From an optimization exercise on the open Yosys and OpenROAD flow, aimed at small area and a short achievable clock period; shortcuts taken in it are not production practice.
At most, simulation tests tie the RTL to the original design; equivalence was not proved.
For runs 6 to 8, only the layout was checked, not whether the RTL still works.

File: design/flow/design.v
`timescale 1ns / 1ps
module lab4_2( 
              input wire      mode,
              input wire[2:0] opCode,
              input wire[3:0] value,
              input clk,
              input reset,
              output reg[9:0] result,
              output reg cacheFull,
              output reg invalidOp,
              output reg overflow);
	reg [9:0] p1;
	reg [5:0] i;
	reg [5:0] size;
	reg [3:0] offset;
	reg [2:0] ops  [0:31];
	reg [3:0] vals [0:31];
	reg [2:0] op;
	reg [3:0] v;
	wire in_ok   = ~(opCode[1] & opCode[0]);
	wire load_ok = ~mode & in_ok & ~size[5];
	always @(posedge clk) begin
		if (load_ok) begin
			ops[size[4:0]]  <= opCode;
			vals[size[4:0]] <= value;
		end
	end
	wire is_add2 = ~op[2] & op[0];
	wire is_fma  = ~op[2] & op[1];
	wire is_setr = op[2] & op[1];
	wire [11:0] sadd = {2'b00, result} + (is_add2 ? {2'b00, p1} : 12'd0) + {8'd0, v};
	wire [10:0] a11 = {1'b0, result};
	wire [11:0] b12 = {2'b00, p1};
	reg  [10:0] rows [0:5];
	reg  [10:0] negs;
	integer k;
	reg one, two, neg, bm;
	reg [10:0] mg;
	always @(*) begin
		negs = 11'd0;
		for (k = 0; k < 6; k = k + 1) begin
			bm = (k == 0) ? 1'b0 : b12[2*k-1];
			one = b12[2*k] ^ bm;
			two = (b12[2*k+1] & ~b12[2*k] & ~bm) | (~b12[2*k+1] & b12[2*k] & bm);
			neg = b12[2*k+1];
			mg = one ? a11 : two ? {a11[9:0], 1'b0} : 11'd0;
			rows[k] = (mg ^ {11{neg}}) << (2*k);
			negs[2*k] = neg;
		end
	end
	wire [10:0] tf = rows[0] + rows[1] + rows[2] + rows[3] + rows[4] + rows[5] + negs + {7'd0, v};
	reg big;
	integer m;
	always @(*) begin
		big = 1'b0;
		for (m = 1; m < 10; m = m + 1)
			big = big | ((|(result >> m)) & (|(p1 >> (10 - m))));
	end
	reg [3:0] popc;
	integer q;
	always @(*) begin
		popc = 4'd0;
		for (q = 0; q < 10; q = q + 1) popc = popc + result[q];
	end
	wire [9:0] brev = {result[0], result[1], result[2], result[3], result[4],
	                   result[5], result[6], result[7], result[8], result[9]};
	wire [9:0] res_new = op[2] ? (op[0] ? brev : {6'd0, popc}) :
	                     is_fma ? tf[9:0] : sadd[9:0];
	wire       ovf_new = ~op[2] & (is_fma ? (big | tf[10]) : (sadd[11] | sadd[10]));
	wire [3:0] off_new = is_setr ? v : offset;
	wire [5:0] i_inc = i + 6'd1;
	wire [5:0] i_new = (i_inc == size) ? {2'b00, off_new} : i_inc;
	wire       f_valid = size[5] | (i_new[4:0] < size[4:0]);
	wire [2:0] f_op = f_valid ? ops[i_new[4:0]]  : 3'b000;
	wire [3:0] f_v  = f_valid ? vals[i_new[4:0]] : 4'b0000;
	always @(posedge clk or posedge reset) begin
		if (reset) begin
			result <= 10'd0; p1 <= 10'd0; i <= 6'd0; size <= 6'd0; offset <= 4'd0;
			cacheFull <= 1'b0; invalidOp <= 1'b0; overflow <= 1'b0;
			op <= 3'b000; v <= 4'b0000;
		end else if (~mode) begin
			overflow <= 1'b0;
			invalidOp <= ~in_ok;
			if (in_ok) begin
				if (size[5]) cacheFull <= 1'b1;
				else size <= size + 6'd1;
			end
			if (load_ok && i[4:0] == size[4:0]) begin
				op <= opCode;
				v <= value;
			end
		end else begin
			invalidOp <= 1'b0;
			offset <= off_new;
			i <= i_new;
			op <= f_op;
			v <= f_v;
			if (!is_setr) begin
				result <= res_new;
				overflow <= ovf_new;
				p1 <= result;
			end
		end
	end
endmodule
File: design/flow/run.sh
#!/bin/bash
# synth_recipe.tcl (not shown) runs the flow's synth.tcl, then flattens the netlist and writes it again
# the make line also repeats each setting of config.mk as NAME=value (left out here)
make -C /OpenROAD-flow-scripts/flow DESIGN_CONFIG=/design/flow/config.mk WORK_HOME=/design/flow/orfs CLKGATE_MAP_FILE= SYNTH_SCRIPT=/design/flow/synth_recipe.tcl finish
File: design/flow/config.mk
export PLATFORM = sky130hd
export DESIGN_NAME = lab4_2
export DESIGN_NICKNAME = lab4_2
export VERILOG_FILES = /design/flow/design.v
export SDC_FILE = /design/flow/constraint.sdc
export NUM_CORES = 4
export LEC_CHECK = 0
export CAP_MARGIN = 20
export CORE_MARGIN = 2
export CORE_UTILIZATION = 40
export SETUP_SLACK_MARGIN = 3.5
export SLEW_MARGIN = 20
File: design/flow/constraint.sdc
create_clock -name core_clock -period 8.0 [get_ports {clk}]
set_input_delay 1.6000 -clock core_clock [delete_from_list [all_inputs] [get_ports {clk}]]
set_output_delay 1.6000 -clock core_clock [all_outputs]
set_load 0.01 [all_outputs]
==> results of run 1 <==
area by class of cell:
| type | count | area [sq um] | share of cell area |
|---|---|---|---|
| flip-flops and latches | 270 | 7890 | 0.478 |
| multi-input cells | 833 | 6260 | 0.379 |
| clock buffers | 31 | 754 | 0.0457 |
| well taps | 468 | 586 | 0.0355 |
| repair buffers | 52 | 453 | 0.0274 |
| clock inverters | 23 | 298 | 0.0180 |
| inverters | 67 | 265 | 0.0161 |
cells in the mapped netlist, drive strengths merged, types with 16 or more instances:
master,instances,area share
edfxtp,224,0.46
nand2,130,0.033
a21oi,69,0.024
inv,65,0.017
nor2,59,0.016
o21ai,56,0.020
ha,49,0.042
mux2i,48,0.034
dfrtp,46,0.078
clkbuf,45,0.012
buf,33,0.014
xnor2,33,0.020
nand3,32,0.012
xor2,32,0.020
a211oi,30,0.015
fa,29,0.040
a21boi,24,0.012
mux2,24,0.018
nor3,22,0.0083
a311oi,17,0.010
and2,16,0.0068
layer usage:
| metal | up-vias | global-route usage | routed length [um] |
|---|---|---|---|
| li1 | 4625 | - | - |
| met1 | 4979 | 0.284 | 16900 |
| met2 | 385 | 0.336 | 18400 |
| met3 | 102 | 0.0311 | 2600 |
| met4 | 2 | 0.0859 | 1790 |
| met5 | - | 0 | 7 |
sequential cells by signal, indices dropped and copies added (netlist names):
name,flops
invalidOp,1
op,3
offset,4
i,6
vals,128
size,6
result,10
v,4
p1,10
cacheFull,1
overflow,1
ops,96
per-stage QoR:
step / hold slack [ns] / utilization
detailed placement: 0.478 / 0.419
finish: 0.487 / 0.453
global placement: 0.469 / 0.419
CTS: 0.491 / 0.450
global route: 0.523 / 0.453
floorplan: 0.450 / -
kinds of logic (layout without fill, tap and decap cells):
kind of cell             Yosys count  in the layout  share of synthesized area
AND/OR/NAND/NOR                  310            310                     0.0984
AO/OA/AOI/OAI                    302            303                      0.142
flip-flops                       270            270                      0.536
buffers and inverters            145            173                     0.0427
adder cells (fa/ha/maj)           78             78                     0.0812
multiplexers                      76             76                     0.0581
XOR/XNOR                          66             66                     0.0419
path summary, 6_finish.rpt:
check	from	to	slack (ns)	cells past startpoint
min	offset[0]$_DFFE_PP0P_	offset[0]$_DFFE_PP0P_	0.49	2
max reg2reg	result[6]$_DFFE_PP0P_	overflow$_DFFE_PP0P_	3.77	14
max	result[6]$_DFFE_PP0P_	overflow$_DFFE_PP0P_	3.77	14
min reg2reg	offset[0]$_DFFE_PP0P_	offset[0]$_DFFE_PP0P_	0.49	2
max in group asynchronous	reset	p1[1]$_DFFE_PP0P_	5.84	2
min in group asynchronous	reset	v[1]$_DFFE_PP0P_	1.51	2
repair_timing:
| item | 4_1_cts | 5_1_grt |
|---|---|---|
| cloned | 1 | 0 |
| resized for setup | 17 | 16 |
| setup endpoints to repair | 13 | 11 |
| setup buffers | 1 | 10 |
| pin swaps | 1 | 1 |
worst max-delay path: stages, from the launching register on:
cell and delay, ns:
dfrtp_1 0.65, inv_1 0.29, o21ai_0 0.24, a211oi_1 0.10, a21oi_1 0.23, fa_1 0.50, fa_1 0.52, fa_1 0.44
xor2_1 0.16, xnor2_1 0.15, xnor2_1 0.20, xnor2_1 0.11, xnor2_1 0.23, xnor2_1 0.11, a211oi_1 0.20
==> metrics.csv, run 1 <==
metric,value,unit
TritonRoute pass-1 iters,7,
die height,196,um
"commonest cells after routing, fill and taps aside","edfxtp_1 (224), nand2_1 (128), a21oi_1 (67)",
hold buffer count at CTS,0,
Tmin final,4.23,ns
Root Driver,clkbuf_16,
clk slew on worst S/H paths,0.07,ns
number of synthesized register bits,270,
non-filler instance count after layout,1744,
Placed Instances,1678,
Placer Congestion,0.931,
post-DR vias/cell,5.79,
unrepaired setup endpoints after global routing,false,
CTS tree,yes,
drt total wl,39.7,mm
"Seq/Total Area, Yosys",0.536,
gr ovfl total,0,
crit path kind,flip-flop to flip-flop,
cell area after layout,16500,sq um
Critical Path Sink Type,flip-flop,
Hold Fails Final Rpt,0,
syn nets,1335,
CORE AREA,36400,sq um
Die W,196,um
global-route wire length before repair,60.9,mm
Post-Synthesis Cells,1247,
Port-buffer cells,22,
status,timing/DRC/antenna clean,
residual DRC count,0,
CTS Buf Count,30,
Final Cycle Share,0.529,
share of layout cells above drive strength 1,0.116,
# rows,70,
Ys Warns,2,
worst-skew pair later-pin latency,0.60,ns
Yosys cell types,75,
I/O Pins,23,
vias post-DR,10100,
largest net degree at the start of global routing,47,
mapped cell area,14700,sq um
final slew viol count,0,
H-tree lvl count,1,
Worst Skew,0.0530,ns
post-route setup slack,3.77,ns
Fmax,236,MHz
Initial DRC Count,942,
Initial Utilization,0.403,
Worst-Margin Slew,0.930,ns
number of synthesized flops with an enable pin,224,
wire per inst,22.8,um
"most common cell after layout, fill and taps aside",edfxtp_1,
n_diodes,0,
Clock Sink Count,270,
Final Setup Violations,0,
number of max-cap violations,0,
crit start category,flip-flop,
Setup TNS,0,ns
CTS max path bufs,3,
Area after DPL,15300,sq um
Setup WS pre-CTS,2.79,ns
GRT Total Usage,0.208,
fin nets,1342,
CP Data Required Time,8.47,ns
share of flip-flops with an asynchronous set or reset,0.170,
"Arr. time, crit path",4.70,ns
HPWL Detailed,26.7,mm
die area,38300,sq um
"critical path fanouts, max",9,
HP Class,flip-flop to flip-flop,
synth-to-layout area growth,12.4,%
antenna violations before repair,1,
Mapped Avg Cell Area,11.8,sq um
vias in the first global route,9831,
"Top FF cell, synth",edfxtp_1,
Fill cells,3305,
DRT antenna net count,0,
Slew HR,0.380,
==> inputs of run 2 (changes only) <==
--- a/design/flow/config.mk
+++ b/design/flow/config.mk
@@ -10,2 +10,3 @@
 export CORE_UTILIZATION = 40
+export CTS_BUF_LIST = sky130_fd_sc_hd__clkbuf_4 sky130_fd_sc_hd__clkbuf_8
 export SETUP_SLACK_MARGIN = 3.5
==> metrics.csv, run 2 <==
metric,value,unit,change
HP Class,flip-flop to flip-flop,,
"Largest stage delay, worst path",0.64,ns,about the same
Placed Instances,1678,,unchanged
top area cells in the synthesized netlist,"edfxtp_1 (46%), dfrtp_1 (7.8%), ha_1 (4.2%)",,
n_diodes,0,,unchanged
"commonest cells after routing, fill and taps aside","edfxtp_1 (224), nand2_1 (128), a21oi_1 (68)",,
Initial DRC Count,1114,,+18%
mapped cell area,14700,sq um,unchanged
multi-input logic area,6260,sq um,about the same
non-filler instance count after layout,1772,,+1.6%
share of layout cells above drive strength 1,0.130,,+0.0136
post-synthesis adder-cell area fraction,0.0812,,unchanged
Largest register FFs,128,,unchanged
final core utilization,0.449,,-0.00460
number of max-cap violations,0,,unchanged
Tmin final,4.25,ns,+0.0138 ns
fin nets,1355,,+0.97%
vias in the first global route,10000,,+1.8%
Die W,196,um,unchanged
Placer Congestion,0.931,,unchanged
"most common cell after layout, fill and taps aside",edfxtp_1,,
Post-Synthesis Cells,1247,,unchanged
die area,38300,sq um,unchanged
gr ovfl total,0,,unchanged
residual DRC count,0,,unchanged
final slew viol count,0,,unchanged
CP Data Required Time,8.49,ns,+0.02 ns
HPWL Detailed,26.7,mm,unchanged
Mapped Avg Cell Area,11.8,sq um,unchanged
CTS tree,yes,,
largest family of logic cells by synthesized area,compound AO/OA/AOI/OAI gates,,
Clock Sink Count,270,,unchanged
TritonRoute pass-1 iters,5,,-2
Synth top area share,0.458,,unchanged
vias post-DR,10200,,+0.74%
CORE AREA,36400,sq um,unchanged
Ys Warns,2,,unchanged
"critical path fanouts, max",9,,unchanged
commonest cells in the netlist,"edfxtp_1 (224), nand2_1 (129), a21oi_1 (69)",,
cell type with the largest total area after synthesis,edfxtp_1,,
number of synthesized flops with an enable pin,224,,unchanged
"Arr. time, crit path",4.73,ns,+0.03 ns
hold buffer count at CTS,0,,unchanged
global-route wire length before repair,61.2,mm,+0.49%
Fmax,235,MHz,-0.32%
antenna violations before repair,0,,-1
Setup WS pre-CTS,2.79,ns,unchanged
Hold Fails Final Rpt,0,,unchanged
post-DR vias/cell,5.74,,-0.85%
crit-path cells,inv_1 > o21ai_0 > a211oi_1 > a21oi_1 > fa_1 > fa_1 > fa_1 > xor2_1 > xnor2_1 > xnor2_1 > xnor2_1 > xnor2_1 > xnor2_1 > a211oi_1,,
synth-to-layout area growth,11.2,%,
Yosys cell types,75,,unchanged
Critical Path Most Common Cell,xnor2_1,,
Fill cells,3369,,+1.9%
Seq. cell area,7890,sq um,unchanged
unrepaired setup endpoints after global routing,false,,
largest net degree at the start of global routing,47,,unchanged
slowest CP cell,dfrtp_1,,
status,timing/DRC/antenna clean,,
die height,196,um,unchanged
worst-skew pair later-pin latency,0.59,ns,about the same
Synth Area in XOR/XNOR,0.0419,,unchanged
# rows,70,,unchanged
top-count cell post-synth,edfxtp_1,,
Root Driver,clkbuf_8,,
GRT Total Usage,0.211,,+0.00244
number of synthesized register bits,270,,unchanged
Hold WS,0.489,ns,+0.00154 ns
Final Cycle Share,0.531,,+0.00172
post-route setup slack,3.75,ns,-0.0138 ns
share of flip-flops with an asynchronous set or reset,0.170,,unchanged
drt total wl,40.0,mm,+0.63%
Slew HR,0.395,,+0.0149
DRT antenna net count,0,,unchanged
Critical Path Sink Type,flip-flop,,
Initial Utilization,0.403,,unchanged
syn nets,1335,,unchanged
Compound-Gate Fraction of Synth Area,0.142,,unchanged
Worst Skew,0.0369,ns,-0.0160 ns
CTS Buf Count,46,,+53%
Post-Synth Simple-Gate Area,0.0984,,unchanged
"Seq/Total Area, Yosys",0.536,,unchanged
Final Setup Violations,0,,unchanged
wire per inst,22.6,um,-0.96%
crit path kind,flip-flop to flip-flop,,
Worst-Margin Slew,0.908,ns,-0.0223 ns
multiplexer share of the synthesized area,0.0581,,unchanged
I/O Pins,23,,unchanged
Port-buffer cells,22,,unchanged
CTS max path bufs,3,,unchanged
crit start category,flip-flop,,
Setup TNS,0,ns,unchanged
H-tree lvl count,2,,+1
"Top FF cell, synth",edfxtp_1,,
clk slew on worst S/H paths,0.06,ns,about the same
==> run 2: through the flow <==
stage,area [sq um]
floorplan,14700
global placement,15300
detailed placement,15300
CTS,16200
global route,16300
finish,16300
==> run 2: repair_timing <==
action	in CTS	in global routing
gates cloned	1	0
setup endpoints to repair	13	11
pin swaps	1	1
buffers inserted	1	7
gates resized for setup	16	15
endpoints found under the hold margin	0	0
==> run 2: metal layers <==
metal / track usage / vias up / share of wire
met4: 0.0988 / 0 / 0.045
met3: 0.0344 / 93 / 0.064
met2: 0.335 / 395 / 0.46
met1: 0.284 / 5008 / 0.43
met5: 0 / - / 0
li1: - / 4672 / -
==> run 2: layout make-up <==
| type | instances | area share |
|---|---|---|
| timing repair buffer | 49 | 0.0263 |
| clock inverter | 27 | 0.0116 |
| sequential | 270 | 0.483 |
| clock buffer | 58 | 0.0442 |
| multi-input combinational | 833 | 0.383 |
| inverter | 67 | 0.0162 |
| tap | 468 | 0.0358 |
==> run 2: path summary, 6_finish.rpt <==
path	from	endpoint	slack (ns)	cells after the start
worst min register to register	offset[0]$_DFFE_PP0P_	offset[0]$_DFFE_PP0P_	0.49	2
worst min-delay path	offset[0]$_DFFE_PP0P_	offset[0]$_DFFE_PP0P_	0.49	2
min in group asynchronous	reset	p1[3]$_DFFE_PP0P_	1.50	2
worst max-delay path	result[6]$_DFFE_PP0P_	overflow$_DFFE_PP0P_	3.75	14
worst max register to register	result[6]$_DFFE_PP0P_	overflow$_DFFE_PP0P_	3.75	14
max in group asynchronous	reset	p1[1]$_DFFE_PP0P_	5.87	2
==> run 2: cells by family (layout without fill, tap and decap cells) <==
logic type               after synthesis  in the layout
AO/OA/AOI/OAI                        302            303
XOR/XNOR                              66             66
adder cells (fa/ha/maj)               78             78
buffers and inverters                145            201
flip-flops                           270            270
multiplexers                          76             76
AND/OR/NAND/NOR                      310            310
==> run 2: critical path, delay by kind of cell (launching register included) <==
kind	cells	cell delay (ns)
xor gates and xnor gates	6	0.99
adders and majority gates	3	1.46
buffers and inverters	1	0.28
DFF	1	0.64
AOI/OAI and AO/OA	4	0.78
==> inputs of run 3 (changes only) <==
--- a/design/flow/config.mk
+++ b/design/flow/config.mk
@@ -10,4 +10,3 @@
 export CORE_UTILIZATION = 40
-export CTS_BUF_LIST = sky130_fd_sc_hd__clkbuf_4 sky130_fd_sc_hd__clkbuf_8
-export SETUP_SLACK_MARGIN = 3.5
+export SETUP_SLACK_MARGIN = 2.5
 export SLEW_MARGIN = 20
==> metrics.csv, run 3 <==
metric,value,unit,change
status,timing/DRC/antenna clean,,
Ys Warns,2,,unchanged
"Top FF cell, synth",edfxtp_1,,
number of synthesized register bits,270,,unchanged
final slew viol count,0,,unchanged
Critical Path Sink Type,flip-flop,,
Initial Utilization,0.403,,unchanged
clk slew on worst S/H paths,0.06,ns,about the same
Fill cells,3341,,-0.83%
hold buffer count at CTS,0,,unchanged
HPWL Detailed,26.8,mm,+0.14%
share of flip-flops with an asynchronous set or reset,0.170,,unchanged
non-filler instance count after layout,1734,,-2.1%
Die W,196,um,unchanged
Worst-Margin Slew,0.899,ns,-0.00848 ns
Yosys cell types,75,,unchanged
Fmax,195,MHz,-17%
Placed Instances,1679,,+0.060%
drt total wl,39.3,mm,-1.7%
Hold WS,0.504,ns,+0.0153 ns
gr ovfl total,0,,unchanged
antenna violations before repair,0,,unchanged
Initial DRC Count,995,,-11%
HP Class,flip-flop to flip-flop,,
CORE AREA,36400,sq um,unchanged
worst-skew pair later-pin latency,0.60,ns,about the same
n_diodes,0,,unchanged
Setup WS pre-CTS,2.62,ns,-0.166 ns
DRT antenna net count,0,,unchanged
residual DRC count,0,,unchanged
Hold Fails Final Rpt,0,,unchanged
top-count cell post-synth,edfxtp_1,,
# rows,70,,unchanged
H-tree lvl count,1,,-1
Placer Congestion,0.903,,-3.1%
number of synthesized flops with an enable pin,224,,unchanged
Post-Synthesis Cells,1247,,unchanged
mapped cell area,14700,sq um,unchanged
CTS tree,yes,,
Mapped Avg Cell Area,11.8,sq um,unchanged
I/O Pins,23,,unchanged
TritonRoute pass-1 iters,5,,unchanged
post-route setup slack,2.87,ns,-0.880 ns
crit path kind,flip-flop to flip-flop,,
commonest cells in the netlist,"edfxtp_1 (224), nand2_1 (129), a21oi_1 (69)",,
Post-CTS Setup Inserts,0,,-1
crit start category,flip-flop,,
"Arr. time, crit path",5.62,ns,+0.89 ns
Setup TNS,0,ns,unchanged
Port-buffer cells,22,,unchanged
top area cells in the synthesized netlist,"edfxtp_1 (46%), dfrtp_1 (7.8%), ha_1 (4.2%)",,
"critical path fanouts, max",26,,+17
Synth top area share,0.458,,unchanged
Final Cycle Share,0.641,,+0.110
"commonest cells after routing, fill and taps aside","edfxtp_1 (224), nand2_1 (128), a21oi_1 (69)",,
global-route wire length before repair,60.0,mm,-1.9%
Root Driver,clkbuf_16,,
Clock Sink Count,270,,unchanged
die area,38300,sq um,unchanged
"Seq/Total Area, Yosys",0.536,,unchanged
CTS max path bufs,3,,unchanged
die height,196,um,unchanged
GRT Total Usage,0.205,,-0.00593
"most common cell after layout, fill and taps aside",edfxtp_1,,
Worst Skew,0.0478,ns,+0.0109 ns
fin nets,1331,,-1.8%
Tmin final,5.13,ns,+0.880 ns
CP Data Required Time,8.49,ns,about the same
largest net degree at the start of global routing,59,,+26%
share of layout cells above drive strength 1,0.0877,,-0.0419
cell type with the largest total area after synthesis,edfxtp_1,,
Final Setup Violations,0,,unchanged
Largest register FFs,128,,unchanged
syn nets,1335,,unchanged
wire per inst,22.7,um,+0.49%
synth-to-layout area growth,10.6,%,
Slew HR,0.395,,+0.000529
unrepaired setup endpoints after global routing,false,,
vias post-DR,10100,,-0.97%
post-DR vias/cell,5.81,,+1.2%
number of max-cap violations,0,,unchanged
CTS Buf Count,30,,-35%
vias in the first global route,9784,,-2.2%
run 3: stage by stage:
| step | instance area [sq um] | util |
|---|---|---|
| 2_1_floorplan | 14700 | - |
| 5_1_grt | 16200 | 0.446 |
| 6_report | 16200 | 0.446 |
| 3_3_place_gp | 15300 | 0.419 |
| 4_1_cts | 16200 | 0.446 |
| 3_5_place_dp | 15300 | 0.419 |
run 3: path summary, 6_finish.rpt:
check | from | to | slack, ns | cells after the start
max | i[0]$_DFFE_PP0P_ | op[0]$_DFFE_PP0P_ | 2.87 | 13
min | offset[0]$_DFFE_PP0P_ | offset[0]$_DFFE_PP0P_ | 0.50 | 2
max reg2reg | i[0]$_DFFE_PP0P_ | op[0]$_DFFE_PP0P_ | 2.87 | 13
min reg2reg | offset[0]$_DFFE_PP0P_ | offset[0]$_DFFE_PP0P_ | 0.50 | 2
max in group asynchronous | reset | p1[1]$_DFFE_PP0P_ | 5.95 | 3
min in group asynchronous | reset | v[3]$_DFFE_PP0P_ | 1.54 | 3
run 3: cells by family (layout without fill, tap and decap cells):
family | after synthesis | count (layout) | share of synthesized area
and+or+nand+nor | 310 | 310 | 0.0984
xor gates and xnor gates | 66 | 66 | 0.0419
adders and majority gates | 78 | 78 | 0.0812
buffers and inverters | 145 | 164 | 0.0427
AOI/OAI and AO/OA | 302 | 302 | 0.142
muxes | 76 | 76 | 0.0581
DFF | 270 | 270 | 0.536
run 3: layout make-up:
cell class / count / area, sq um / area share
flip-flops and latches: 270 / 7880 / 0.485
clock inverters: 20 / 196 / 0.0121
repair buffers: 42 / 370 / 0.0228
clock buffers: 35 / 769 / 0.0474
well taps: 468 / 586 / 0.0360
inverters: 67 / 251 / 0.0155
multi-input cells: 832 / 6190 / 0.381
run 3: critical path, cell delays in order (launching register included):
cell,delay (ns)
dfrtp_1,0.48
ha_1,0.77
xor2_1,0.21
nor3_4,0.24
o211ai_4,0.19
o21ai_4,0.56
nand2_2,0.44
inv_2,0.64
ha_1,0.35
and3_1,0.18
a221oi_1,0.28
o21ai_1,0.22
nor2b_1,0.19
nor4_1,0.29
run 3: repair_timing:
action                     4_1_cts  5_1_grt
hold endpoints to repair         0        0
setup endpoints to repair        0        3
resized for setup                0        2
run 3: per-layer routing:
layer | part of all wire | track usage | vias to the layer above
li1 | - | - | 4614
met1 | 0.42 | 0.276 | 4983
met2 | 0.48 | 0.338 | 381
met3 | 0.066 | 0.0327 | 91
met4 | 0.040 | 0.0735 | 0
met5 | 0 | 0 | -
==> inputs of run 4 (changes only) <==
--- a/design/flow/config.mk
+++ b/design/flow/config.mk
@@ -10,3 +10,6 @@
 export CORE_UTILIZATION = 40
-export SETUP_SLACK_MARGIN = 2.5
+export CTS_BUF_LIST = sky130_fd_sc_hd__clkbuf_8
+export CTS_CLUSTER_DIAMETER = 100
+export CTS_CLUSTER_SIZE = 16
+export SETUP_SLACK_MARGIN = 3.5
 export SLEW_MARGIN = 20
==> metrics.csv, run 4 <==
metric,value,unit,change
Largest register FFs,128,,unchanged
Hold WS,0.498,ns,-0.00648 ns
Post-Synthesis Cells,1247,,unchanged
Fmax,234,MHz,+20%
Synth top area share,0.458,,unchanged
Final Setup Violations,0,,unchanged
slowest CP cell,dfrtp_1,,
Final Cycle Share,0.534,,-0.107
clk slew on worst S/H paths,0.12,ns,+0.06 ns
Critical Path Most Common Cell,xnor2_1,,
post-DR vias/cell,5.78,,-0.44%
DRT antenna net count,0,,unchanged
Setup TNS,0,ns,unchanged
residual DRC count,0,,unchanged
share of flip-flops with an asynchronous set or reset,0.170,,unchanged
wire per inst,22.8,um,+0.37%
largest net degree at the start of global routing,47,,-20%
Root Driver,clkbuf_8,,
post-route setup slack,3.73,ns,+0.853 ns
Initial DRC Count,1006,,+1.1%
final slew viol count,0,,unchanged
Slew HR,0.385,,-0.0101
Top delay family on crit path,adder cells,,
n_diodes,0,,unchanged
worst r2r src,p1[4]$_DFFE_PP0P_,,
Die W,196,um,unchanged
Clock Sink Count,270,,unchanged
synth-to-layout area growth,7.69,%,
gr ovfl total,0,,unchanged
Port-buffer cells,22,,unchanged
CP bufs+invs,1,,unchanged
HPWL Detailed,26.7,mm,-0.14%
"Top FF cell, synth",edfxtp_1,,
hold buffer count at CTS,0,,unchanged
"Arr. time, crit path",4.75,ns,-0.87 ns
Hold Path Origin,offset[0]$_DFFE_PP0P_,,
TritonRoute pass-1 iters,5,,unchanged
Tmin final,4.27,ns,-0.853 ns
syn nets,1335,,unchanged
multi-input logic area,6260,sq um,+1.1%
share of layout cells above drive strength 1,0.0993,,+0.0116
Hold Fails Final Rpt,0,,unchanged
crit-path cells,inv_1 > ha_2 > a211oi_1 > a21oi_1 > fa_1 > fa_1 > fa_1 > xor2_1 > xnor2_1 > xnor2_1 > xnor2_1 > xnor2_1 > xnor2_1 > a211oi_1,,
worst-skew pair later-pin latency,0.56,ns,-0.04 ns
Mapped Avg Cell Area,11.8,sq um,unchanged
Initial Utilization,0.403,,unchanged
Worst-Margin Slew,0.922,ns,+0.0228 ns
mapped cell area,14700,sq um,unchanged
HP Class,flip-flop to flip-flop,,
Seq. cell area,7890,sq um,+0.17%
Critical Path Sink Type,flip-flop,,
"most common cell after layout, fill and taps aside",edfxtp_1,,
"commonest cells after routing, fill and taps aside","edfxtp_1 (224), nand2_1 (128), inv_1 (75)",,
antenna violations before repair,1,,+1
final core utilization,0.434,,-0.0116
"Largest stage delay, worst path",0.58,ns,-0.19 ns
status,timing/DRC/antenna clean,,
I/O Pins,23,,unchanged
Setup WS pre-CTS,2.79,ns,+0.166 ns
CTS tree,yes,,
crit path from,p1[4]$_DFFE_PP0P_,,
CTS max path bufs,3,,unchanged
number of synthesized flops with an enable pin,224,,unchanged
Fill cells,3394,,+1.6%
unrepaired setup endpoints after global routing,true,,
die height,196,um,unchanged
number of synthesized register bits,270,,unchanged
commonest cells in the netlist,"edfxtp_1 (224), nand2_1 (129), a21oi_1 (69)",,
H-tree lvl count,1,,unchanged
CORE AREA,36400,sq um,unchanged
# rows,70,,unchanged
top area cells in the synthesized netlist,"edfxtp_1 (46%), dfrtp_1 (7.8%), ha_1 (4.2%)",,
vias in the first global route,9744,,-0.41%
crit path kind,flip-flop to flip-flop,,
Worst Skew,0.0319,ns,-0.0159 ns
CP Data Required Time,8.48,ns,about the same
vias post-DR,9984,,-0.84%
global-route wire length before repair,60.1,mm,+0.19%
CTS Buf Count,21,,-30%
crit start category,flip-flop,,
"Seq/Total Area, Yosys",0.536,,unchanged
number of max-cap violations,0,,unchanged
Ys Warns,2,,unchanged
Yosys cell types,75,,unchanged
GRT Total Usage,0.206,,+0.000920
cell type with the largest total area after synthesis,edfxtp_1,,
Placer Congestion,0.931,,+3.1%
"critical path fanouts, max",13,,-50%
top-count cell post-synth,edfxtp_1,,
die area,38300,sq um,unchanged
fin nets,1333,,+0.15%
drt total wl,39.3,mm,about the same
run 4: changes by cell type in the layout (fill, tap and decap cells not counted), sizes merged:
| cell | delta |
|---|---|
| inv | +13 |
| buf | +10 |
| bufinv | -3 |
| clkinv | -14 |
| o21ai | +1 |
| clkbuf | -14 |
run 4: stage by stage:
stage	area (sq um)	std cells
finish	15800	1727
detailed placement	15300	1678
global placement	15300	1678
CTS	15700	1717
floorplan	14700	1247
global route	15800	1727
run 4: layout make-up:
type	instances	area share
flip-flops and latches	270	0.499
multi-input cells	833	0.396
well taps	468	0.0370
repair buffers	52	0.0286
clock buffers	21	0.0183
inverters	67	0.0168
clock inverters	16	0.00467
run 4: path summary, 6_finish.rpt:
kind | endpoint | slack, ns | cells past startpoint
max in group asynchronous | p1[1]$_DFFE_PP0P_ | 5.85 | 2
min in group asynchronous | p1[2]$_DFFE_PP0P_ | 1.52 | 2
worst max register to register | overflow$_DFFE_PP0P_ | 3.73 | 14
worst min-delay path | offset[0]$_DFFE_PP0P_ | 0.50 | 2
worst min register to register | offset[0]$_DFFE_PP0P_ | 0.50 | 2
worst max-delay path | overflow$_DFFE_PP0P_ | 3.73 | 14
run 4: logic make-up (layout without fill, tap and decap cells):
group / after synthesis / after routing / synth area share
buffers and inverters: 145 / 156 / 0.0427
xor gates and xnor gates: 66 / 66 / 0.0419
DFF: 270 / 270 / 0.536
muxes: 76 / 76 / 0.0581
and+or+nand+nor: 310 / 310 / 0.0984
AOI/OAI and AO/OA: 302 / 303 / 0.142
adders and majority gates: 78 / 78 / 0.0812
run 4: repair_timing:
| action | 4_1_cts | 5_1_grt |
|---|---|---|
| gates cloned | 1 | 0 |
| buffers inserted | 1 | 10 |
| setup endpoints to repair | 13 | 11 |
| pin swaps | 1 | 1 |
| resized for setup | 17 | 16 |
| endpoints found under the hold margin | 0 | 0 |
run 4: layer usage:
metal,vias to the layer above,global-route usage,wire (um)
li1,4608,-,-
met1,4908,0.283,16900
met2,371,0.328,18100
met3,95,0.0303,2520
met4,2,0.0873,1760
met5,-,0,10
run 4: worst reg2reg max path, cell delays in order (launching register included):
cell and delay (ns):
dfrtp_1 0.58, inv_1 0.17, ha_2 0.50, a211oi_1 0.07, a21oi_1 0.21, fa_1 0.49, fa_1 0.52, fa_1 0.44
xor2_1 0.16, xnor2_1 0.21, xnor2_1 0.16, xnor2_1 0.12, xnor2_1 0.24, xnor2_1 0.12, a211oi_1 0.21
==> inputs of run 5 (changes only) <==
--- a/design/flow/config.mk
+++ b/design/flow/config.mk
@@ -10,5 +10,5 @@
 export CORE_UTILIZATION = 40
-export CTS_BUF_LIST = sky130_fd_sc_hd__clkbuf_8
+export CTS_BUF_LIST = sky130_fd_sc_hd__clkbuf_16
 export CTS_CLUSTER_DIAMETER = 100
-export CTS_CLUSTER_SIZE = 16
+export CTS_CLUSTER_SIZE = 22
 export SETUP_SLACK_MARGIN = 3.5
==> metrics.csv, run 5 <==
metric,value,unit,change
status,timing/DRC/antenna clean,,
Ys Warns,2,,unchanged
n_diodes,0,,unchanged
Clock Sink Count,270,,unchanged
commonest cells in the netlist,"edfxtp_1 (224), nand2_1 (129), a21oi_1 (69)",,
Top delay family on crit path,adder cells,,
grt peak-use layer,met2,,
Final Cycle Share,0.536,,+0.00181
crit start category,flip-flop,,
slowest CP cell,dfrtp_2,,
cell type with the largest total area after synthesis,edfxtp_1,,
"commonest cells after routing, fill and taps aside","edfxtp_1 (224), nand2_1 (128), inv_1 (69)",,
CP Data Required Time,8.37,ns,-0.11 ns
"Largest stage delay, worst path",0.58,ns,about the same
TritonRoute pass-1 iters,5,,unchanged
CTS max path bufs,3,,unchanged
I/O Pins,23,,unchanged
share of flip-flops with an asynchronous set or reset,0.170,,unchanged
cell area after layout,15900,sq um,+0.63%
Fill cells,3372,,-0.65%
Critical Path Sink Type,flip-flop,,
Mapped Avg Cell Area,11.8,sq um,unchanged
wire per inst,22.9,um,+0.59%
CORE AREA,36400,sq um,unchanged
number of synthesized flops with an enable pin,224,,unchanged
antenna violations before repair,0,,-1
Hold Fails Final Rpt,0,,unchanged
post-DR vias/cell,5.81,,+0.55%
Seq. cell area,7890,sq um,about the same
"critical path fanouts, max",11,,-2
largest net degree at the start of global routing,47,,unchanged
die height,196,um,unchanged
residual DRC count,0,,unchanged
share of layout cells above drive strength 1,0.0939,,-0.00538
Final Setup Violations,0,,unchanged
vias post-DR,9963,,-0.21%
vias in the first global route,9700,,-0.45%
CP bufs+invs,3,,+2
Synth top area share,0.458,,unchanged
Worst R2R End,result[8]$_DFFE_PP0P_,,
DRT antenna net count,0,,unchanged
CTS tree,yes,,
worst-skew pair later-pin latency,0.50,ns,-0.06 ns
Post-Synthesis Cells,1247,,unchanged
routing usage on met1,0.281,,-0.00173
clk slew on worst S/H paths,0.09,ns,-0.03 ns
crit-path cells,buf_4 > a21oi_1 > nor2_1 > o31ai_2 > fa_1 > inv_1 > fa_1 > inv_1 > ha_1 > ha_1 > a21o_1 > a21oi_1 > o21bai_1 > a21oi_2 > xnor2_1 > nor2_1 > a2111oi_1 > a21oi_1,,
Worst-Margin Slew,0.925,ns,+0.00277 ns
Placer Congestion,0.931,,unchanged
slack of the worst reg-to-reg path,3.71,ns,about the same
CTS Buf Count,17,,-19%
routing usage on met2,0.326,,-0.00265
unrepaired setup endpoints after global routing,true,,
"Seq/Total Area, Yosys",0.536,,unchanged
H-tree lvl count,1,,unchanged
CP Capture Point,result[8]$_DFFE_PP0P_,,
Port-buffer cells,22,,unchanged
Critical Path Most Common Cell,a21oi_1,,
Die W,196,um,unchanged
crit path from,result[1]$_DFFE_PP0P_,,
final slew viol count,0,,unchanged
Largest register FFs,128,,unchanged
top-count cell post-synth,edfxtp_1,,
fin nets,1324,,-0.68%
die area,38300,sq um,unchanged
GRT Total Usage,0.205,,-0.000986
multi-input logic area,6270,sq um,about the same
top area cells in the synthesized netlist,"edfxtp_1 (46%), dfrtp_1 (7.8%), ha_1 (4.2%)",,
"Arr. time, crit path",4.66,ns,-0.09 ns
Yosys cell types,75,,unchanged
Area after DPL,15300,sq um,unchanged
Initial Utilization,0.403,,unchanged
HPWL Detailed,26.7,mm,unchanged
worst r2r src,result[1]$_DFFE_PP0P_,,
met3 GRT Util,0.0296,,-0.000688
Worst Skew,0.0183,ns,-0.0136 ns
number of max-cap violations,0,,unchanged
# rows,70,,unchanged
global-route wire length before repair,60.0,mm,-0.32%
drt total wl,39.2,mm,-0.17%
Fmax,233,MHz,-0.34%
"most common cell after layout, fill and taps aside",edfxtp_1,,
WP depth,18,,+4
HP Class,flip-flop to flip-flop,,
mapped cell area,14700,sq um,unchanged
Tmin final,4.29,ns,+0.0145 ns
worst hold stages,2,,unchanged
synth-to-layout area growth,8.36,%,
number of synthesized register bits,270,,unchanged
Initial DRC Count,946,,-6.0%
Root Driver,clkbuf_16,,
Worst Reg2Reg Path Length in Cells,18,,+4
Slew HR,0.384,,-0.00185
"Top FF cell, synth",edfxtp_1,,
gr ovfl total,0,,unchanged
Setup TNS,0,ns,unchanged
crit path kind,flip-flop to flip-flop,,
syn nets,1335,,unchanged
[run 5: cell counts after synthesis]
Identical to the previous run, type by type.
[run 5: final cells by class]
class                      count  area share
sequential                   270       0.496
tap                          468      0.0368
clock inverter                12     0.00464
clock buffer                  17      0.0267
multi-input combinational    833       0.394
timing repair buffer          47      0.0261
inverter                      67      0.0167
[run 5: logic make-up (layout without fill, tap and decap cells)]
logic type | Yosys count | count (layout) | synth area share
xor gates and xnor gates | 66 | 66 | 0.0419
AOI/OAI and AO/OA | 302 | 303 | 0.142
and+or+nand+nor | 310 | 310 | 0.0984
DFF | 270 | 270 | 0.536
muxes | 76 | 76 | 0.0581
adders and majority gates | 78 | 78 | 0.0812
buffers and inverters | 145 | 143 | 0.0427
[run 5: routing by layer]
layer  routed length, um  part of all wire
met1               16900              0.43
met2               18000              0.46
met3                2460             0.063
met4                1840             0.047
met5                   0                 0
[run 5: through the flow]
stage               hold slack [ns]  worst slack [ns]  utilization  instances
finish                        0.491              3.71        0.437       1714
global route                  0.527              3.42        0.437       1714
global placement              0.469              2.85        0.419       1678
floorplan                     0.450              3.50            -       1247
detailed placement            0.478              2.79        0.419       1678
CTS                           0.495              3.45        0.434       1708
[run 5: timing repair]
action	CTS	global route
cloned	1	0
hold buffers	0	0
gates resized for setup	13	19
endpoints found under the setup margin	13	12
pin swaps	1	1
setup buffers	0	6
[run 5: worst min-delay path by stage]
stage,start,endpoint,slack (ns)
CTS,offset[0]$_DFFE_PP0P_,offset[0]$_DFFE_PP0P_,0.50
floorplan,offset[0]$_DFFE_PP0P_,offset[0]$_DFFE_PP0P_,0.45
detailed placement,offset[0]$_DFFE_PP0P_,offset[0]$_DFFE_PP0P_,0.48
finish,offset[0]$_DFFE_PP0P_,offset[0]$_DFFE_PP0P_,0.49
global route,offset[2]$_DFFE_PP0P_,offset[2]$_DFFE_PP0P_,0.53
global placement,offset[3]$_DFFE_PP0P_,offset[3]$_DFFE_PP0P_,0.47
[run 5: tightest hold or removal path: stages (launching register included)]
cell and delay [ns]:
dfrtp_1 0.35, nand2_1 0.05, o21ai_0 0.06
==> inputs of run 6 (changes only) <==
--- a/design/flow/design.v
+++ b/design/flow/design.v
@@ -12,3 +12,4 @@
 	reg [9:0] p1;
-	reg [5:0] i;
+	reg [5:0] j;
+	reg       w;
 	reg [5:0] size;
@@ -31,4 +32,4 @@
 	wire [11:0] sadd = {2'b00, result} + (is_add2 ? {2'b00, p1} : 12'd0) + {8'd0, v};
-	wire [10:0] a11 = {1'b0, result};
-	wire [11:0] b12 = {2'b00, p1};
+	wire [10:0] a11 = {1'b0, p1};
+	wire [11:0] b12 = {2'b00, result};
 	reg  [10:0] rows [0:5];
@@ -70,10 +71,14 @@
 	wire [3:0] off_new = is_setr ? v : offset;
-	wire [5:0] i_inc = i + 6'd1;
-	wire [5:0] i_new = (i_inc == size) ? {2'b00, off_new} : i_inc;
-	wire       f_valid = size[5] | (i_new[4:0] < size[4:0]);
+	wire [5:0] i_new = w ? {2'b00, off_new} : j;
+	wire       off_lt = size[5] | ({1'b0, off_new} < size[4:0]);
+	wire       j_lt   = size[5] | (j[4:0] < size[4:0]);
+	wire       f_valid = w ? off_lt : j_lt;
 	wire [2:0] f_op = f_valid ? ops[i_new[4:0]]  : 3'b000;
 	wire [3:0] f_v  = f_valid ? vals[i_new[4:0]] : 4'b0000;
+	wire [5:0] j_new = i_new + 6'd1;
+	wire       w_new = w ? ({2'b00, off_new} + 6'd1 == size) : (j + 6'd1 == size);
+	wire [5:0] s_inc = size + 6'd1;
 	always @(posedge clk or posedge reset) begin
 		if (reset) begin
-			result <= 10'd0; p1 <= 10'd0; i <= 6'd0; size <= 6'd0; offset <= 4'd0;
+			result <= 10'd0; p1 <= 10'd0; j <= 6'd1; w <= 1'b0; size <= 6'd0; offset <= 4'd0;
 			cacheFull <= 1'b0; invalidOp <= 1'b0; overflow <= 1'b0;
@@ -85,5 +90,8 @@
 				if (size[5]) cacheFull <= 1'b1;
-				else size <= size + 6'd1;
+				else begin
+					size <= s_inc;
+					w <= (j == s_inc);
+				end
 			end
-			if (load_ok && i[4:0] == size[4:0]) begin
+			if (load_ok && j[4:0] == s_inc[4:0]) begin
 				op <= opCode;
@@ -94,3 +102,4 @@
 			offset <= off_new;
-			i <= i_new;
+			j <= j_new;
+			w <= w_new;
 			op <= f_op;
--- a/design/flow/config.mk
+++ b/design/flow/config.mk
@@ -10,5 +10,2 @@
 export CORE_UTILIZATION = 40
-export CTS_BUF_LIST = sky130_fd_sc_hd__clkbuf_16
-export CTS_CLUSTER_DIAMETER = 100
-export CTS_CLUSTER_SIZE = 22
 export SETUP_SLACK_MARGIN = 3.5
==> metrics.csv, run 6 <==
metric,value,unit,change
# rows,70,,unchanged
residual DRC count,0,,unchanged
synth-to-layout area growth,12.7,%,
Initial Utilization,0.405,,+0.00165
antenna violations before repair,0,,unchanged
status,timing/DRC/antenna clean,,
vias in the first global route,10100,,+3.9%
Compound-Gate Fraction of Synth Area,0.103,,-0.0391
die height,196,um,+0.20%
"commonest cells after routing, fill and taps aside","nand2_1 (244), edfxtp_1 (224), a21oi_1 (100)",,
Worst-Margin Slew,0.950,ns,+0.0253 ns
mapped cell area,14800,sq um,+0.41%
Clock Sink Count,271,,+0.37%
Seq. cell area,7920,sq um,+0.36%
share of layout cells above drive strength 1,0.104,,+0.0100
drt total wl,38.6,mm,-1.5%
Synth Area in XOR/XNOR,0.0455,,+0.00356
CTS tree,yes,,
commonest cells in the netlist,"nand2_1 (244), edfxtp_1 (224), a21oi_1 (103)",,
worst r2r src,result[3]$_DFFE_PP0P_,,
post-synthesis adder-cell area fraction,0.0877,,+0.00645
largest net degree at the start of global routing,78,,+66%
H-tree lvl count,1,,unchanged
Slew HR,0.367,,-0.0169
"most common cell after layout, fill and taps aside",nand2_1,,
crit path from,result[3]$_DFFE_PP0P_,,
Initial DRC Count,899,,-5.0%
worst hold stages,1,,-1
CP Data Required Time,8.48,ns,+0.11 ns
CORE AREA,36400,sq um,unchanged
final core utilization,0.456,,+0.0193
crit start category,flip-flop,,
unrepaired setup endpoints after global routing,true,,
Critical Path Sink Type,flip-flop,,
Ys Warns,2,,unchanged
CTS max path bufs,3,,unchanged
crit-path cells,buf_12 > inv_4 > ha_4 > buf_4 > nand2_1 > o31ai_1 > fa_1 > inv_1 > fa_1 > inv_1 > fa_1 > ha_4 > o21a_1 > o41a_1 > xnor2_2 > nor3_2 > o32ai_2,,
top-count cell post-synth,nand2_1,,
number of synthesized register bits,271,,+0.37%
"Seq/Total Area, Yosys",0.536,,about the same
DRT antenna net count,0,,unchanged
fin nets,1478,,+12%
Hold Path Origin,cacheFull$_DFFE_PP0P_,,
Worst Reg2Reg Path Length in Cells,17,,-1
"Largest stage delay, worst path",0.59,ns,about the same
Area after DPL,15300,sq um,+0.18%
Die W,196,um,+0.20%
global-route wire length before repair,59.9,mm,about the same
number of max-cap violations,0,,unchanged
I/O Pins,23,,unchanged
Fill cells,3380,,+0.24%
HP Class,flip-flop to flip-flop,,
die area,38400,sq um,+0.40%
syn nets,1470,,+10%
Post-Synth Simple-Gate Area,0.157,,+0.0581
largest family of logic cells by synthesized area,simple AND/OR/NAND/NOR gates,,
post-DR vias/cell,5.58,,-4.0%
"Arr. time, crit path",4.87,ns,+0.21 ns
Worst Skew,0.00785,ns,-0.0104 ns
vias post-DR,10500,,+4.9%
clk slew on worst S/H paths,0.06,ns,-0.03 ns
Mapped Avg Cell Area,10.7,sq um,-8.9%
Setup TNS,0,ns,unchanged
top area cells in the synthesized netlist,"edfxtp_1 (46%), dfrtp_1 (7.8%), nand2_1 (6.2%)",,
n_diodes,0,,unchanged
Yosys cell types,72,,-4.0%
multi-input logic area,6360,sq um,+1.5%
cell type with the largest total area after synthesis,edfxtp_1,,
Fmax,228,MHz,-2.3%
cell area after layout,16600,sq um,+4.4%
share of flip-flops with an asynchronous set or reset,0.173,,+0.00306
Final Setup Violations,0,,unchanged
Placer Congestion,0.892,,-4.2%
CTS Buf Count,30,,+13
crit path kind,flip-flop to flip-flop,,
final slew viol count,0,,unchanged
HPWL Detailed,25.2,mm,-5.8%
GRT Total Usage,0.201,,-0.00368
hold worst-path end,cacheFull$_DFFE_PP0P_,,
number of synthesized flops with an enable pin,224,,unchanged
Critical Path Most Common Cell,fa_1,,
Worst R2R End,overflow$_DFFE_PP0P_,,
Tmin final,4.39,ns,+0.101 ns
"Top FF cell, synth",edfxtp_1,,
"critical path fanouts, max",16,,+5
worst-skew pair later-pin latency,0.58,ns,+0.08 ns
slowest CP cell,fa_1,,
multiplexer share of the synthesized area,0.0263,,-0.0318
Final Cycle Share,0.549,,+0.0126
gr ovfl total,0,,unchanged
slack of the worst reg-to-reg path,3.61,ns,-0.10 ns
Hold Fails Final Rpt,0,,unchanged
TritonRoute pass-1 iters,5,,unchanged
Post-Synthesis Cells,1374,,+10%
Largest register FFs,128,,unchanged
Synth top area share,0.456,,-0.00186
wire per inst,20.6,um,-9.9%
Root Driver,clkbuf_16,,
Port-buffer cells,22,,unchanged
==> run 6: changes by cell type in the layout (fill, tap and decap cells not counted), moves of 14 or more <==
cell / before / now
inv_1: 69 / 54
a211oi_1: 30 / 7
mux2_2: 24 / 6
a311oi_1: 17 / 3
mux2i_1: 46 / 32
a21boi_0: 24 / 1
nand2_1: 128 / 244
clkbuf_16: 17 / 31
nor2_1: 57 / 76
nand3_1: 31 / 74
a21oi_1: 67 / 100
==> run 6: final cells by class <==
cell class              instances  area share
well taps                     468      0.0352
clock buffers                  41      0.0488
clock inverters                14     0.00722
repair buffers                 62      0.0340
multi-input cells             951       0.382
inverters                      66      0.0160
flip-flops and latches        271       0.476
==> run 6: critical path: cells and delay by family, from the launching register on <==
family / cells / cell delay (ns)
xor gates and xnor gates: 1 / 0.18
and+or+nand+nor: 2 / 0.12
DFF: 1 / 0.45
adders and majority gates: 5 / 2.09
AOI/OAI and AO/OA: 4 / 0.90
buffers and inverters: 5 / 0.53
==> run 6: metal layers <==
layer / GRT usage / vias up / wire length, um
li1: - / 4908 / -
met1: 0.277 / 5119 / 16900
met2: 0.332 / 349 / 18300
met3: 0.0256 / 75 / 2260
met4: 0.0626 / 0 / 1210
met5: 0 / - / 0
==> run 6: what timing repair did <==
| action | in CTS | in global routing |
|---|---|---|
| hold buffers | 0 | 0 |
| setup endpoints to repair | 4 | 2 |
| gates cloned | 0 | 1 |
| setup buffers | 4 | 16 |
| pin swaps | 0 | 15 |
| gates resized for setup | 16 | 33 |
==> run 6: cell families after synthesis <==
logic type,Yosys count
DFF,271
xor gates and xnor gates,75
AOI/OAI and AO/OA,242
and+or+nand+nor,510
muxes,38
buffers and inverters,152
adders and majority gates,86
==> run 6: stage by stage <==
step | worst slack (ns) | hold slack (ns) | std cells
after global routing | 3.42 | 0.496 | 1873
after detailed placement | 2.79 | 0.464 | 1797
final | 3.61 | 0.462 | 1873
after floorplan | 3.52 | 0.441 | 1374
after CTS | 3.51 | 0.476 | 1856
after global placement | 2.99 | 0.457 | 1797
==> run 6: worst max path at each step <==
stage | slack (ns) | depth (start not counted) | to
2_1_floorplan | 3.52 | 17 | overflow$_DFFE_PP0P_
4_1_cts | 3.51 | 18 | overflow$_DFFE_PP0P_
3_3_place_gp | 2.99 | 15 | overflow$_DFFE_PP0P_
6_report | 3.61 | 17 | overflow$_DFFE_PP0P_
3_5_place_dp | 2.79 | 15 | overflow$_DFFE_PP0P_
5_1_grt | 3.42 | 18 | overflow$_DFFE_PP0P_
==> inputs of run 7 (changes only) <==
--- a/design/flow/design.v
+++ b/design/flow/design.v
@@ -20,2 +20,3 @@
 	reg [3:0] v;
+	reg       is_setr;	 
 	wire in_ok   = ~(opCode[1] & opCode[0]);
@@ -30,3 +31,2 @@
 	wire is_fma  = ~op[2] & op[1];
-	wire is_setr = op[2] & op[1];
 	wire [11:0] sadd = {2'b00, result} + (is_add2 ? {2'b00, p1} : 12'd0) + {8'd0, v};
@@ -84,3 +84,3 @@
 			cacheFull <= 1'b0; invalidOp <= 1'b0; overflow <= 1'b0;
-			op <= 3'b000; v <= 4'b0000;
+			op <= 3'b000; v <= 4'b0000; is_setr <= 1'b0;
 		end else if (~mode) begin
@@ -98,2 +98,3 @@
 				v <= value;
+				is_setr <= opCode[2] & opCode[1];
 			end
@@ -106,2 +107,3 @@
 			v <= f_v;
+			is_setr <= f_op[2] & f_op[1];
 			if (!is_setr) begin
--- a/design/flow/config.mk
+++ b/design/flow/config.mk
@@ -10,2 +10,5 @@
 export CORE_UTILIZATION = 40
+export CTS_BUF_LIST = sky130_fd_sc_hd__clkbuf_16
+export CTS_CLUSTER_DIAMETER = 100
+export CTS_CLUSTER_SIZE = 22
 export SETUP_SLACK_MARGIN = 3.5
==> metrics.csv, run 7 <==
metric,value,unit,change
Hold WS,0.484,ns,+0.0228 ns
CORE AREA,36400,sq um,unchanged
unrepaired setup endpoints after global routing,true,,
commonest cells in the netlist,"edfxtp_1 (224), nor2_1 (84), a21oi_1 (79)",,
Final Setup Violations,0,,unchanged
Placer Congestion,0.892,,about the same
number of max-cap violations,0,,unchanged
Tmin final,4.33,ns,-0.0608 ns
met3 GRT Util,0.0260,,+0.000344
share of flip-flops with an asynchronous set or reset,0.176,,+0.00304
top area cells in the synthesized netlist,"edfxtp_1 (46%), dfrtp_1 (8.0%), mux4_2 (6.6%)",,
worst r2r src,result[7]$_DFFE_PP0P_,,
Mapped Avg Cell Area,12.4,sq um,+16%
"commonest cells after routing, fill and taps aside","edfxtp_1 (224), nor2_1 (84), a21oi_1 (77)",,
synth-to-layout area growth,9.04,%,
Top delay family on crit path,adder cells,,
Critical Path Most Common Cell,xnor2_1,,
grt peak-use layer,met2,,
top-count cell post-synth,edfxtp_1,,
Setup WS pre-CTS,3.00,ns,+0.209 ns
residual DRC count,0,,unchanged
DRT antenna net count,0,,unchanged
wire per inst,21.8,um,+5.8%
Worst R2R End,overflow$_DFFE_PP0P_,,
Final Cycle Share,0.541,,-0.00760
crit path kind,flip-flop to flip-flop,,
Setup TNS,0,ns,unchanged
slowest CP cell,dfrtp_4,,
largest net degree at the start of global routing,49,,-37%
hold worst-path end,cacheFull$_DFFE_PP0P_,,
CP bufs+invs,2,,-3
cell type with the largest total area after synthesis,edfxtp_1,,
"critical path fanouts, max",20,,+4
"Seq/Total Area, Yosys",0.537,,+0.00138
H-tree lvl count,1,,unchanged
Worst Reg2Reg Path Length in Cells,14,,-3
Largest register FFs,128,,unchanged
Yosys cell types,72,,unchanged
drt total wl,36.3,mm,-6.2%
hold buffer count at CTS,0,,unchanged
die area,38500,sq um,about the same
CTS max path bufs,3,,unchanged
I/O Pins,23,,unchanged
"most common cell after layout, fill and taps aside",edfxtp_1,,
Clock Sink Count,272,,+0.37%
GRT Total Usage,0.188,,-0.0130
# rows,70,,unchanged
TritonRoute pass-1 iters,7,,+2
final core utilization,0.442,,-0.0145
global-route wire length before repair,55.8,mm,-6.9%
worst-skew pair later-pin latency,0.52,ns,-0.06 ns
CTS Buf Count,17,,-43%
post-route setup slack,3.67,ns,+0.0608 ns
"Top FF cell, synth",edfxtp_1,,
Worst Skew,0.0216,ns,+0.0137 ns
Worst-Margin Slew,0.898,ns,-0.0523 ns
Initial Utilization,0.405,,about the same
slack of the worst reg-to-reg path,3.67,ns,+0.06 ns
crit path from,result[7]$_DFFE_PP0P_,,
fin nets,1278,,-14%
antenna violations before repair,0,,unchanged
Post-Synthesis Cells,1190,,-13%
Ys Warns,2,,unchanged
Critical Path Sink Type,flip-flop,,
crit start category,flip-flop,,
status,timing/DRC/antenna clean,,
syn nets,1286,,-13%
Hold Fails Final Rpt,0,,unchanged
"Largest stage delay, worst path",0.61,ns,+0.02 ns
vias in the first global route,9332,,-7.4%
Port-buffer cells,22,,unchanged
number of synthesized flops with an enable pin,224,,unchanged
crit-path cells,inv_1 > ha_1 > o31ai_1 > ha_1 > inv_1 > fa_1 > fa_1 > xnor2_1 > xnor2_1 > xnor2_1 > xnor2_1 > xnor3_1 > nand4bb_1 > nand3_1,,
vias post-DR,9397,,-10%
share of layout cells above drive strength 1,0.108,,+0.00422
CTS tree,yes,,
Initial DRC Count,836,,-7.0%
clk slew on worst S/H paths,0.09,ns,+0.03 ns
Root Driver,clkbuf_16,,
die height,196,um,about the same
HP Class,flip-flop to flip-flop,,
Hold Path Origin,cacheFull$_DFFE_PP0P_,,
Synth top area share,0.456,,about the same
Fmax,231,MHz,+1.4%
Die W,196,um,about the same
routing usage on met2,0.316,,-0.0159
number of synthesized register bits,272,,+0.37%
CP Data Required Time,8.45,ns,-0.03 ns
"Arr. time, crit path",4.78,ns,-0.09 ns
mapped cell area,14800,sq um,about the same
Slew HR,0.402,,+0.0349
post-DR vias/cell,5.66,,+1.4%
HPWL Detailed,24.1,mm,-4.3%
gr ovfl total,0,,unchanged
routing usage on met1,0.250,,-0.0277
n_diodes,0,,unchanged
worst hold stages,1,,unchanged
final slew viol count,0,,unchanged
[run 7: metal layers]
layer / wire, um / up-vias
met5: 0 / -
met4: 1330 / 0
met3: 1690 / 63
met2: 17500 / 254
met1: 15700 / 4716
li1: - / 4364
[run 7: logic make-up after synthesis]
logic type      synth area share
flops                      0.537
simple gates              0.0849
compound gates             0.107
buf+inv                   0.0401
mux                       0.0989
fa+ha+maj                 0.0876
xor+xnor                  0.0448
[run 7: cell type report]
type / instances / area, sq um
inverters: 75 / 293
fillers: 3329 / 20300
flip-flops and latches: 272 / 7950
multi-input cells: 766 / 6300
clock buffers: 17 / 425
repair buffers: 50 / 440
clock inverters: 13 / 105
well taps: 468 / 586
[run 7: through the flow]
stage / instances / cell area (sq um)
2_1_floorplan: 1190 / 14800
3_3_place_gp: 1620 / 15400
3_5_place_dp: 1620 / 15400
4_1_cts: 1652 / 16000
5_1_grt: 1661 / 16100
6_report: 1661 / 16100
[run 7: what timing repair did]
item	in CTS	in global routing
resized for setup	13	15
buffers inserted	2	9
setup endpoints to repair	6	7
pin swaps	0	2
[run 7: how the worst max path moves through the flow]
stage	end	slack [ns]	depth (start not counted)
floorplan	overflow$_DFFE_PP0P_	3.51	20
global placement	overflow$_DFFE_PP0P_	3.09	16
detailed placement	overflow$_DFFE_PP0P_	3.00	16
CTS	overflow$_DFFE_PP0P_	3.52	18
global route	result[9]$_DFFE_PP0P_	3.48	19
finish	overflow$_DFFE_PP0P_	3.67	14
==> inputs of run 8 (changes only) <==
--- a/design/flow/config.mk
+++ b/design/flow/config.mk
@@ -13,3 +13,3 @@
 export CTS_CLUSTER_SIZE = 22
-export SETUP_SLACK_MARGIN = 3.5
+export SETUP_SLACK_MARGIN = 4.2
 export SLEW_MARGIN = 20
==> metrics.csv, run 8 <==
metric,value,unit,change
status,timing/DRC/antenna clean,,
Root Driver,clkbuf_16,,
Hold Fails Final Rpt,0,,unchanged
HP Class,flip-flop to flip-flop,,
top-count cell post-synth,edfxtp_1,,
Final Cycle Share,0.521,,-0.0201
antenna violations before repair,0,,unchanged
mapped cell area,14800,sq um,unchanged
non-filler instance count after layout,1674,,+0.78%
post-DR vias/cell,5.61,,-0.81%
H-tree lvl count,1,,unchanged
Fill cells,3277,,-1.6%
TritonRoute pass-1 iters,6,,-1
# rows,70,,unchanged
"critical path fanouts, max",3,,-85%
"Seq/Total Area, Yosys",0.537,,unchanged
CTS Buf Count,17,,unchanged
Tmin final,4.17,ns,-0.161 ns
Critical Path Sink Type,flip-flop,,
multi-input logic area,6630,sq um,+5.3%
cell type with the largest total area after synthesis,edfxtp_1,,
GRT Total Usage,0.190,,+0.00197
share of layout cells above drive strength 1,0.173,,+0.0652
CORE AREA,36400,sq um,unchanged
Clock Sink Count,272,,unchanged
synth-to-layout area growth,12.5,%,
wire per inst,21.8,um,-0.21%
Slew HR,0.344,,-0.0575
Post-Synthesis Cells,1190,,unchanged
"most common cell after layout, fill and taps aside",edfxtp_1,,
post-route setup slack,3.83,ns,+0.161 ns
Initial Utilization,0.405,,unchanged
syn nets,1286,,unchanged
drt total wl,36.5,mm,+0.57%
worst hold stages,1,,unchanged
Setup WS pre-CTS,3.31,ns,+0.313 ns
Port-buffer cells,22,,unchanged
Setup TNS,0,ns,unchanged
Yosys cell types,72,,unchanged
Largest register FFs,128,,unchanged
Final Setup Violations,0,,unchanged
hold buffer count at CTS,0,,unchanged
Worst Reg2Reg Path Length in Cells,19,,+5
unrepaired setup endpoints after global routing,true,,
hold worst-path end,cacheFull$_DFFE_PP0P_,,
residual DRC count,0,,unchanged
"Arr. time, crit path",4.57,ns,-0.21 ns
worst-skew pair later-pin latency,0.52,ns,about the same
Ys Warns,2,,unchanged
Synth top area share,0.456,,unchanged
"Top FF cell, synth",edfxtp_1,,
number of synthesized register bits,272,,unchanged
global-route wire length before repair,56.2,mm,+0.81%
HPWL Detailed,24.0,mm,-0.54%
number of max-cap violations,0,,unchanged
Fmax,240,MHz,+3.9%
CTS tree,yes,,
die area,38500,sq um,unchanged
gr ovfl total,0,,unchanged
vias post-DR,9394,,-0.032%
Seq. cell area,7960,sq um,about the same
CTS max path bufs,3,,unchanged
"Largest stage delay, worst path",0.55,ns,-0.06 ns
crit-path cells,inv_8 > ha_4 > buf_6 > and3_4 > a21oi_4 > xnor2_2 > fa_1 > inv_2 > fa_1 > inv_2 > ha_4 > fa_2 > a21o_1 > a21oi_2 > o21bai_1 > a21oi_2 > xnor2_1 > mux2i_1 > o31ai_1,,
Placed Instances,1621,,+0.062%
## run 8: kinds of logic (layout without fill, tap and decap cells)
logic type,count (synthesis),count (layout),synth area share
fa+ha+maj,86,86,0.0876
flops,272,272,0.537
simple gates,267,267,0.0849
mux,90,90,0.0989
buf+inv,152,168,0.0401
compound gates,249,249,0.107
xor+xnor,74,74,0.0448
## run 8: per-stage QoR
step                      instance area, sq um  hold slack [ns]  utilization
after floorplan                          14900            0.449            -
after detailed placement                 15500            0.483        0.425
after CTS                                16400            0.502        0.449
after global placement                   15500            0.469        0.425
after global routing                     16600            0.518        0.456
final                                    16600            0.494        0.456
## run 8: layout make-up
class,instances,share of cell area
Clock buffer,17,0.0256
Timing Repair Buffer,63,0.0351
Tap cell,468,0.0353
Sequential cell,272,0.479
Inverter,75,0.0189
Multi-Input combinational cell,766,0.399
Clock inverter,13,0.00641
## run 8: critical path: cells and delay by family (launching register included)
kind                     cells  cell delay, ns
adder cells (fa/ha/maj)      5            1.86
AO/OA/AOI/OAI                6            0.85
flip-flops                   1            0.52
XOR/XNOR                     2            0.29
buffers and inverters        4            0.26
AND/OR/NAND/NOR              1            0.19
multiplexers                 1            0.09
## run 8: how the worst max path moves through the flow
| stage | startpoint | end |
|---|---|---|
| 2_1_floorplan | result[1]$_DFFE_PP0P_ | result[9]$_DFFE_PP0P_ |
| 3_3_place_gp | result[1]$_DFFE_PP0P_ | result[9]$_DFFE_PP0P_ |
| 3_5_place_dp | result[1]$_DFFE_PP0P_ | result[9]$_DFFE_PP0P_ |
| 4_1_cts | result[0]$_DFFE_PP0P_ | result[9]$_DFFE_PP0P_ |
| 5_1_grt | result[0]$_DFFE_PP0P_ | result[9]$_DFFE_PP0P_ |
| 6_report | result[0]$_DFFE_PP0P_ | result[9]$_DFFE_PP0P_ |
## run 8: metal layers
metal | track usage | routed length [um] | share of wire | vias to the layer above
met2 | 0.325 | 18100 | 0.50 | 265
met3 | 0.0232 | 1750 | 0.048 | 60
met4 | 0.0513 | 1040 | 0.029 | 0
li1 | - | - | - | 4398
met1 | 0.257 | 15600 | 0.43 | 4671
met5 | 0 | 0 | 0 | -
## run 8: what timing repair did
item / CTS / global route
gates resized for setup: 49 / 51
setup endpoints to repair: 110 / 238
setup buffers: 19 / 4
pin swaps: 16 / 22

## separate check: timing with driven ports
How much do the figures lean on ideal ports? The routed layouts below were timed once more, with nothing changed but the port constraints. Step 1 sets driving cells, clkbuf_16 on the clock port and buf_2 on the other inputs (assumed; they add their load-dependent delay and slew). Step 2 also shifts input and output timing later by t, the mid clock arrival at the registers, as if the neighbouring blocks saw the same clock. Three values: ideal, step 1, step 2; two values: the first two.
| run | shift t [ns] | setup slack, ns | worst register clock-pin slew, ns |
|---|---|---|---|
| run 1 | 0.621 | 3.766 / 3.766 / 3.223 | 0.07 / 0.07 |
| run 2 | 0.621 | 3.752 / 3.752 / 3.236 | 0.07 / 0.07 |
| run 3 | 0.621 | 2.873 / 2.873 / 2.873 | 0.06 / 0.06 |
| run 4 | 0.592 | 3.725 / 3.725 / 3.231 | 0.12 / 0.12 |
| run 5 | 0.545 | 3.711 / 3.711 / 3.279 | 0.09 / 0.09 |
| run 6 | 0.629 | 3.610 / 3.610 / 3.379 | 0.06 / 0.06 |
| run 7 | 0.555 | 3.671 / 3.671 / 3.182 | 0.09 / 0.09 |
| run 8 | 0.557 | 3.831 / 3.831 / 3.653 | 0.10 / 0.10 |
After both steps every run listed still meets setup and hold. For run 1, which loses most, drivers alone change the setup slack by 0.000 ns; drivers and shift together by -0.543 ns.
